From an optimization exercise on the open Yosys and OpenROAD flow, aimed at small area, a short achievable clock period and few clock cycles; shortcuts taken in it are not production practice. At most, simulation tests tie the RTL to the original design; equivalence was not proved. Power figures rest on the tool's default switching activity, not on a simulated workload.

## the previous run
## zhxpu_core
module zhxpu_core(
	input clk,
	input rst,
	output wire [15:0] imem_addr,
	input [15:0] imem_rdata,
	input imem_ready,
	output wire [15:0] dmem_addr,
	output wire [15:0] dmem_wdata,
	output wire dmem_we,
	output wire dmem_re,
	input [15:0] dmem_rdata,
	input dmem_ready
);
For scale: roughly 2100 cells after synthesis.
clock: 9.0 ns
lec_check: 0
abc_area: 1
cap_margin: 20
core_margin: 2
core_utilization: 60
cts_buf_list: sky130_fd_sc_hd__clkbuf_8
setup_slack_margin: 5
slew_margin: 20
tns_end_percent: 10
run.sh (not shown) runs the stock make flow with config.mk's settings and CLKGATE_MAP_FILE= SYNTH_SCRIPT=/design/flow/synth_recipe.tcl, a recipe that flattens the netlist after the stock synthesis.
The previous run did not stop at any stage, and its layout met the timing, DRC and antenna checks.
Testbench counts of the previous run, summed over its fixed seeds: cycles 41,488.
#### Input delta (the current run over the previous run)
--- a/flow/design.v
+++ b/flow/design.v
@@ -136,27 +136,25 @@
 	wire [15:0] a_val = fwd_a ? ex_res : a_reg;
 	wire [15:0] b_val = fwd_b ? ex_res : b_reg;
 	wire t_val = ex_cmp ? ex_t : t;
 	wire [15:0] sext8 = {{8{ir[7]}}, ir[7:0]};
 	wire [15:0] sext4 = {{12{ir[3]}}, ir[3:0]};
 	wire [15:0] sext5 = {{11{ir[4]}}, ir[4:0]};
 	wire [15:0] sext11 = {{5{ir[10]}}, ir[10:0]};
 	wire [3:0] shamt = (ir[4:2] == 3'b000) ? 4'd8 : {1'b0, ir[4:2]};
-	wire br_rel = i_b | i_beqz | i_bnez | i_bteqz | i_btnez;
-	wire [15:0] tgt_base = br_rel ? pc : a_reg;
-	wire [15:0] tgt_off = i_b ? sext11 : (i_lw | i_sw) ? sext5 : sext8;
+	wire [15:0] mem_off = (i_lw | i_sw) ? sext5 : sext8;
 	wire [15:0] agu;
-	zx_add16 u_agu(.a(tgt_base), .b(tgt_off), .cin(1'b0), .s(agu));
+	zx_add16 u_agu(.a(a_reg), .b(mem_off), .cin(1'b0), .s(agu));
 	wire ex_slow = ex_sh | ex_ld;
 	wire stall = fwd_a && (i_mem || ((i_beqz | i_bnez | br_jump) && ex_slow));
 	wire a_zero = fwd_a ? ex_zero : (a_reg == 16'b0);
 	wire taken = i_b | (i_beqz & a_zero) | (i_bnez & !a_zero)
 		| (i_bteqz & !t_val) | (i_btnez & t_val) | br_jump;
-	wire [15:0] br_target = agu;
+	wire [15:0] br_target = pc + (i_b ? sext11 : sext8);
 	wire [15:0] pc_inc = pc + 16'd1;
 	wire [15:0] br_dest = br_jump ? a_val : br_target;
 	wire [15:0] pc_next = taken ? br_dest : pc_inc;
 	reg [15:0] op1, op2;
 	reg d_cin, d_add, d_and, d_or, d_shl, d_sh, d_arith, d_ld, d_st, d_cmp, d_wr;
 	reg [3:0] d_dst;
 	always @(*) begin
 		op1 = 16'b0;
Notes after the runs:
Re logic depth of the worst register-to-register path: the current run is 4 down on the previous run.
The sequential power on the previous run is in line with that on the current run.
Comparing the current run and the previous run, the lower global-route track usage on met2 was measured on the previous run.
Met3 wirelength from detailed routing (the current run / the previous run): 0.69
Higher power was reported by the previous run, not the current run.
Global-route wire length before repair on the current run is ahead of the previous run.
Against the previous run, the current run comes in 30 lower on layout buffer count excluding clock buffers.
Against the previous run, area of the placeable core in the current run came out worse.
For the current run, only the layout was checked, not whether the RTL still works.

---

v6:
zhxpu_core, a different RTL version from the one above (not shown whole).
For scale: roughly 2100 cells after synthesis, about 86 I/O pins, ~17000 µm² of cells after synthesis.
==> module zx_add16, before the edit <==
module zx_add16(
	input [15:0] a,
	input [15:0] b,
	input cin,
	output [15:0] s
);
	wire [15:0] p = a ^ b;
	wire [15:0] g0 = a & b;
	wire [15:0] g = {g0[15:1], g0[0] | (p[0] & cin)};
	wire [15:0] g1, p1, g2, p2, g3, p3, g4, p4;
	genvar i;
	generate for (i = 0; i < 16; i = i + 1) begin : lvl
		if (i % 2 == 1) begin
			assign g1[i] = g[i] | (p[i] & g[i - 1]);
			assign p1[i] = p[i] & p[i - 1];
		end else begin
			assign g1[i] = g[i];
			assign p1[i] = p[i];
		end
		if (i % 4 >= 2) begin
			assign g2[i] = g1[i] | (p1[i] & g1[(i / 4) * 4 + 1]);
			assign p2[i] = p1[i] & p1[(i / 4) * 4 + 1];
		end else begin
			assign g2[i] = g1[i];
			assign p2[i] = p1[i];
		end
		if (i % 8 >= 4) begin
			assign g3[i] = g2[i] | (p2[i] & g2[(i / 8) * 8 + 3]);
			assign p3[i] = p2[i] & p2[(i / 8) * 8 + 3];
		end else begin
			assign g3[i] = g2[i];
			assign p3[i] = p2[i];
		end
		if (i >= 8) begin
			assign g4[i] = g3[i] | (p3[i] & g3[7]);
			assign p4[i] = p3[i] & p3[7];
		end else begin
			assign g4[i] = g3[i];
			assign p4[i] = p3[i];
		end
	end endgenerate
	assign s = p ^ {g4[14:0], cin};
endmodule
Settings: LEC_CHECK=0, ABC_AREA=1, CAP_MARGIN=20, CORE_MARGIN=2, CORE_UTILIZATION=60, CTS_BUF_LIST=sky130_fd_sc_hd__clkbuf_8, SETUP_SLACK_MARGIN=5, SLEW_MARGIN=20, TNS_END_PERCENT=10; clock period 9.0 ns.
Edits applied to the flow inputs when going from v6 to v7:
==> flow/design.v, changed modules only <==
module zx_add16(
	input [15:0] a,
	input [15:0] b,
	input cin,
	output [15:0] s
);
	wire [8:0] lo = {1'b0, a[7:0]} + {1'b0, b[7:0]} + {8'b0, cin};
	wire [7:0] hi0 = a[15:8] + b[15:8];
	wire [7:0] hi1 = a[15:8] + b[15:8] + 8'd1;
	assign s = {lo[8] ? hi1 : hi0, lo[7:0]};
endmodule
--- outcome ---
v7 closes out successfully: all stages finished, all timing, DRC and antenna checks passed.
Status: portion of netlist area occupied by mux cells parity (v7, v6)
v7 vs v6 on first-pass GRT wire length: v7 is the higher one.
v6 → v7: wire length ~0 delta, worst setup slack before clock tree synthesis -510 ps.
Going from v6 to v7, maximum vdd ir drop grew by more than a quarter.
On layout net count, v7 tracks v6 almost exactly.
Looking at timing startpoint of the critical path, the ir[7]$_SDFFE_PN0P_ result is from v7; the ir[9]$_SDFFE_PN0P_ one comes from v6.
Taking v6 as the reference, in v7 non-clock buffer count shows an increase of 6, clock skew shows no meaningful change, ratio of final minimum period to clock period shows a reduction of 0.90 points, count of clock-buffer cells in the layout shows a reduction of about 2%.
v7 ends up with higher total power than v6 does.
Against v6, v7 reports a synthesized area that is higher.
v7 — die footprint about 0.65% higher, v6 as reference
Function was not checked in any run of this note: the RTL went through the layout flow alone.

port drivers added, routing unchanged:
No port has a modelled driver above. Below, the same layouts with a new extraction and two added sets of constraints. Step 1, drivers: a clkbuf_16 drives clk and a buf_2 each remaining input, both assumed. Step 2 adds t to the input delays and takes it off the output delays; t is the mean of the earliest and latest rising clock arrival at the registers after step 1. Input paths then give back, and output paths get back, about the clock's delay inside the block. Three values: ideal, step 1, step 2; two values: the first two.
| run | shift t [ns] | slack for setup (ns) | worst setup path after step 2 | worst data-port slew with drivers (ns) |
|---|---|---|---|---|
| the previous run | 0.631 | 4.929 / 4.929 / 4.752 | input to register | 0.04 |
| the current run | 0.631 | 4.703 / 4.703 / 4.703 | register to register | 0.05 |
| v6 | 0.647 | 4.789 / 4.789 / 4.366 | input to register | 0.04 |
| v7 | 0.630 | 4.870 / 4.870 / 4.356 | input to register | 0.04 |
After both steps setup and hold are still met in every run listed. The setup slack of v7, which loses most, moves by 0.000 ns with the drivers and by -0.514 ns with both steps.
